What follows belongs to an exercise in optimizing a design on an open flow for small area, a short achievable clock period and few clock cycles; a production flow would make more cautious choices. The RTL was checked by simulation tests, not by an equivalence proof against the original design. Power figures rest on the tool's default switching activity, not on a simulated workload.

build 80:
Design axi_slave_ram, start of the top module:
module axi_slave_ram #
(
    parameter C_AXI_ADDR_WIDTH = 9,
    parameter C_AXI_DATA_WIDTH = 32,
    parameter STRB_WIDTH = (C_AXI_DATA_WIDTH/8),
    parameter ID_WIDTH = 1,
    parameter PIPELINE_OUTPUT = 0
)
(
    input  wire                   clk,
    input  wire                   rst,
    input  wire [ID_WIDTH-1:0]    s_axi_awid,
    input  wire [C_AXI_ADDR_WIDTH-1:0]  s_axi_awaddr,
    input  wire [7:0]             s_axi_awlen,
    input  wire [2:0]             s_axi_awsize,
    input  wire [1:0]             s_axi_awburst,
    input  wire                   s_axi_awlock,
    input  wire [3:0]             s_axi_awcache,
    input  wire [2:0]             s_axi_awprot,
    input  wire                   s_axi_awvalid,
    output wire                   s_axi_awready,
    input  wire [C_AXI_DATA_WIDTH-1:0]  s_axi_wdata,
    input  wire [STRB_WIDTH-1:0]  s_axi_wstrb,
    input  wire                   s_axi_wlast,
    input  wire                   s_axi_wvalid,
    output wire                   s_axi_wready,
    output wire [ID_WIDTH-1:0]    s_axi_bid,
    output wire [1:0]             s_axi_bresp,
    output wire                   s_axi_bvalid,
    input  wire                   s_axi_bready,
    input  wire [ID_WIDTH-1:0]    s_axi_arid,
    input  wire [C_AXI_ADDR_WIDTH-1:0]  s_axi_araddr,
    input  wire [7:0]             s_axi_arlen,
  ...
Size: about 4700 flip-flops, roughly 150 I/O pins.
==> flow/config.mk <==
export PLATFORM = sky130hd
export DESIGN_NAME = axi_slave_ram
export DESIGN_NICKNAME = axi_slave_ram
export VERILOG_FILES = /design/flow/design.v
export SDC_FILE = /design/flow/constraint.sdc
export NUM_CORES = 8
export LEC_CHECK = 0
export CAP_MARGIN = 20
export CORE_MARGIN = 2
export CORE_UTILIZATION = 60
export CTS_CLUSTER_DIAMETER = 80
export CTS_CLUSTER_SIZE = 30
export PLACE_DENSITY = 0.7
export SETUP_SLACK_MARGIN = 2.6
export SLEW_MARGIN = 20
export SYNTH_HIERARCHICAL = 1
==> flow/constraint.sdc <==
create_clock -name core_clock -period 5.0 [get_ports {clk}]
set_input_delay 1.0000 -clock core_clock [delete_from_list [all_inputs] [get_ports {clk}]]
set_output_delay 1.0000 -clock core_clock [all_outputs]
set_load 0.01 [all_outputs]
run.sh (not shown) runs the stock make flow with config.mk's settings and CLKGATE_MAP_FILE= SYNTH_SCRIPT=/design/flow/synth_recipe.tcl, a recipe that flattens the netlist after the stock synthesis.
Testbench counts of build 80, summed over its fixed seeds: cycles 12,407.
Setup changes, build 80 to build 19
Settings: SETUP_SLACK_MARGIN changed from 2.6 to 2.8.
==> flow/flow/run.sh (new file) <==
#!/bin/bash
export BUFFER_PORTS_ARGS="-buffer_cell sky130_fd_sc_hd__buf_2"
export MAX_REPAIR_ANTENNAS_ITER_DRT=5
bash standard.sh > standard.log 2>&1
==> flow/standard.sh (new file) <==
#!/bin/bash
# synth_recipe.tcl (not shown) runs the flow's synth.tcl, then flattens the netlist and writes it again
# the make line also repeats each setting of config.mk as NAME=value (left out here)
make -C /OpenROAD-flow-scripts/flow DESIGN_CONFIG=/design/flow/config.mk WORK_HOME=/design/flow/orfs CLKGATE_MAP_FILE= SYNTH_SCRIPT=/design/flow/synth_recipe.tcl "${@:-finish}"
removed: flow/run.sh
Notes after the runs:
Build 19 against build 80: maximum number of pins on one net before global-route repair went down 16%; clock power held; maximum frequency held; number of antenna violations at the first check in global routing went up 11; clock period minus worst slack held.
Build 19 ended up with arready_r as its startpoint of the worst setup timing path; build 80 ended up with rsel[32].
Count of buffers from port buffering essentially unchanged between build 19 and build 80.
From build 80 to build 19 the numbers moved as follows: total of clock buffers placed in the layout went up by 9; worst setup slack after layout was more or less identical.
Inputs modified between build 19 and build 69:
Settings: changing CORE_UTILIZATION from 60 to 55; changing PLACE_DENSITY from 0.7 to 0.65; changing SETUP_SLACK_MARGIN from 2.8 to 2.6.
### Flow results
Compared with build 19, build 69 has extra setup slack.
Against build 19, build 69 reports a standard-cell row count that is higher.
Via count shrinks by a few percent when moving from build 19 to build 69.
met1 track demand over resource in global routing was lower in the run labelled build 69.
For build 19, the slowest cell on the critical path was dfxtp_4, unlike build 69, where it was dfxtp_1.
Relative to build 19, sequential share of layout area has increased by 0.37 points in build 69.
Here is what was changed in the inputs of build 34 compared with build 69.
Settings: PLACE_DENSITY changed from 0.65 to 0.7; CORE_UTILIZATION changed from 55 to 65.
--- outcome ---
Re number of primary I/O pins: no difference whatsoever between build 34 and build 69.
Taking build 69 as the reference point, the sequential share of power of build 34 rises by 0.7 points.
Fmax: build 34 higher than build 69
Relative to build 69, the worst stage delay on the critical path of build 34 is higher by 0.10 ns.

== v4 ==
axi_slave_ram, a different RTL version from the one above (not shown whole).
For scale: roughly 150 I/O pins, ~140000 sq um of cells after synthesis.
clock: 5.0 ns
lec_check: 0
cap_margin: 20
core_margin: 2
core_utilization: 65
cts_cluster_diameter: 80
cts_cluster_size: 30
place_density: 0.75
setup_slack_margin: 2.9
slew_margin: 20
synth_hierarchical: 1
standard.sh (not shown) runs the stock make flow with config.mk's settings and CLKGATE_MAP_FILE= SYNTH_SCRIPT=/design/flow/synth_recipe.tcl, a recipe that flattens the netlist after the stock synthesis.
==> flow/flow/run.sh <==
#!/bin/bash
export BUFFER_PORTS_ARGS="-buffer_cell sky130_fd_sc_hd__buf_2"
export MAX_REPAIR_ANTENNAS_ITER_DRT=5
bash standard.sh > standard.log 2>&1
v4 reached the end of the flow, and the finished layout is clean on the timing, design-rule and antenna checks.
Testbench counts of v4, summed over its fixed seeds: cycles 12,407.
diff inputs: v4 => v25
# v4
export LEC_CHECK = 0
export CAP_MARGIN = 20
export CORE_MARGIN = 2
export CORE_UTILIZATION = 65
export CTS_CLUSTER_DIAMETER = 80
export CTS_CLUSTER_SIZE = 30
export PLACE_DENSITY = 0.75
export SETUP_SLACK_MARGIN = 2.9
export SLEW_MARGIN = 20
export SYNTH_HIERARCHICAL = 1
create_clock -name core_clock -period 5.0 [get_ports {clk}]
# v25
export LEC_CHECK = 0
export CAP_MARGIN = 20
export CORE_MARGIN = 2
export CORE_UTILIZATION = 65
export CTS_CLUSTER_DIAMETER = 80
export CTS_CLUSTER_SIZE = 30
export PLACE_DENSITY = 0.75
export SETUP_SLACK_MARGIN = 2.6
export SLEW_MARGIN = 20
export SYNTH_HIERARCHICAL = 1
create_clock -name core_clock -period 5.0 [get_ports {clk}]
--- outcome ---
v25 ended with every stage complete and zero timing, DRC or antenna violations. Share of total power in combinational logic for v25: 0.8 points down relative to v4. v25 vs v4: longest individual stage delay on the worst path up. Global-route wire length before repair of v25 falls short of that of v4 by a few percent. Against v4, number of vias in the routed layout in v25 came out better. According to the power report, total power for v25 is lower than for v4. On area occupied by multi-input gates: between v4 and v25, it ends up higher for v4. v25 gives more register share of the cell area than v4 did. v25 vs v4 — filler cell count in the final layout rose 539. In v25 the final core utilization turned out 1.7 points lower than in v4.
## Diff of input files: v15 against v25
# v25
export LEC_CHECK = 0
export CAP_MARGIN = 20
export CORE_MARGIN = 2
export CORE_UTILIZATION = 65
export CTS_CLUSTER_DIAMETER = 80
export CTS_CLUSTER_SIZE = 30
export PLACE_DENSITY = 0.75
export SETUP_SLACK_MARGIN = 2.6
export SLEW_MARGIN = 20
export SYNTH_HIERARCHICAL = 1
create_clock -name core_clock -period 5.0 [get_ports {clk}]
# v15
export LEC_CHECK = 0
export CAP_MARGIN = 20
export CORE_MARGIN = 2
export CORE_UTILIZATION = 60
export CTS_CLUSTER_DIAMETER = 80
export CTS_CLUSTER_SIZE = 30
export PLACE_DENSITY = 0.7
export SETUP_SLACK_MARGIN = 2.8
export SLEW_MARGIN = 20
export SYNTH_HIERARCHICAL = 1
create_clock -name core_clock -period 5.0 [get_ports {clk}]
--- outcome ---
Between v25 and v15, first-iteration DRC count decreased. Measured against each other, v15 and v25 differ in fill cell instance count of the final layout, the higher figure coming from v15. Row global routing met2 resource utilization: v15 lower / v25 higher. Layout buffering overhead excluding clock cells was higher in v15 than in v25. Total power divided by cell area for v15 is lower than for v25. The die used by v15 is larger than the one used by v25. v15 vs v25 — final non-filler cell total climbed slightly. v15 — minimum clock period after layout 0.086 ns lower, v25 as reference. NOTE: signed area change from the synthesized netlist to the final layout in v15 exceeds that of v25. The standard cells in v15 occupy more silicon area than those in v25 do. Maximum number of pins on one net before global-route repair, v15 and v25: higher on v25.
Setup changes, v15 to v35
# v15
export LEC_CHECK = 0
export CAP_MARGIN = 20
export CORE_MARGIN = 2
export CORE_UTILIZATION = 60
export CTS_CLUSTER_DIAMETER = 80
export CTS_CLUSTER_SIZE = 30
export PLACE_DENSITY = 0.7
export SETUP_SLACK_MARGIN = 2.8
export SLEW_MARGIN = 20
export SYNTH_HIERARCHICAL = 1
create_clock -name core_clock -period 5.0 [get_ports {clk}]
# v35
export LEC_CHECK = 0
export CAP_MARGIN = 20
export CORE_MARGIN = 2
export CORE_UTILIZATION = 65
export CTS_CLUSTER_DIAMETER = 80
export CTS_CLUSTER_SIZE = 30
export PLACE_DENSITY = 0.75
export SETUP_SLACK_MARGIN = 2.8
export SLEW_MARGIN = 20
export SYNTH_HIERARCHICAL = 1
create_clock -name core_clock -period 5.0 [get_ports {clk}]
Findings:
- Diff v15..v35 | multi-input gate share of the layout cell area | negligible
- | flip-flop and latch count | v35 vs v15 | ≈ equal |
- Of v15 and v35, the run reporting the higher post-route cell area was v15.
- Final total power across v15 and v35: no real change.
- v15 vs v35, kind of critical path: reg -> reg vs reg -> out
- v15 vs v35, launching instance or port of the critical path: rsel[99] vs rdata_q[3]
--- input diff v35..v26 ---
# v35
export LEC_CHECK = 0
export CAP_MARGIN = 20
export CORE_MARGIN = 2
export CORE_UTILIZATION = 65
export CTS_CLUSTER_DIAMETER = 80
export CTS_CLUSTER_SIZE = 30
export PLACE_DENSITY = 0.75
export SETUP_SLACK_MARGIN = 2.8
export SLEW_MARGIN = 20
export SYNTH_HIERARCHICAL = 1
create_clock -name core_clock -period 5.0 [get_ports {clk}]
# v26
export LEC_CHECK = 0
export CAP_MARGIN = 20
export CORE_MARGIN = 2
export CORE_UTILIZATION = 65
export CTS_CLUSTER_DIAMETER = 80
export CTS_CLUSTER_SIZE = 30
export PLACE_DENSITY = 0.7
export SETUP_SLACK_MARGIN = 2.8
export SLEW_MARGIN = 20
export SYNTH_HIERARCHICAL = 1
create_clock -name core_clock -period 5.0 [get_ports {clk}]
- v26 — clock period minus final worst setup slack 0.11 ns higher, v35 as reference
- Side by side, peak clock frequency supported by timing turned out lower in v26 than in v35.
- Of v26 and v35, the lower non-clock buffer count belongs to v35.

afterwards: timing with drivers on the ports:
The flow's constraints put no driver on any port. The routed layouts listed below were extracted and timed again, unchanged, in two steps. Step 1, drivers: a clkbuf_16 drives clk and a buf_2 each remaining input, both assumed. Step 2 adds t to the input delays and takes it off the output delays; t is the mean of the earliest and latest rising clock arrival at the registers after step 1. Input paths then give back, and output paths get back, about the clock's delay inside the block. a / b / c = ideal / step 1 / step 2; a / b = the first two.
run | t, ns | setup slack, ns | slew at the worst register clock pin (ns) | worst slew at a driven data input, ns
build 80 | 0.966 | 2.464 / 2.437 / 1.471 | 0.12 / 0.12 | 0.18
build 19 | 0.986 | 2.463 / 2.359 / 1.752 | 0.12 / 0.12 | 0.24
build 69 | 0.996 | 2.495 / 2.453 / 1.735 | 0.12 / 0.12 | 0.20
build 34 | 0.962 | 2.507 / 2.468 / 1.750 | 0.12 / 0.12 | 0.20
v4 | 1.002 | 2.515 / 2.464 / 1.895 | 0.12 / 0.12 | 0.24
v25 | 0.972 | 2.449 / 2.449 / 1.799 | 0.12 / 0.12 | 0.18
v15 | 0.985 | 2.535 / 2.510 / 1.983 | 0.12 / 0.12 | 0.25
v35 | 1.002 | 2.549 / 2.445 / 1.994 | 0.12 / 0.12 | 0.24
v26 | 0.966 | 2.438 / 2.438 / 1.813 | 0.12 / 0.12 | 0.28
After both steps every run listed still meets setup and hold. The setup slack of build 80, which loses most, moves by -0.027 ns with the drivers and by -0.993 ns with both steps.
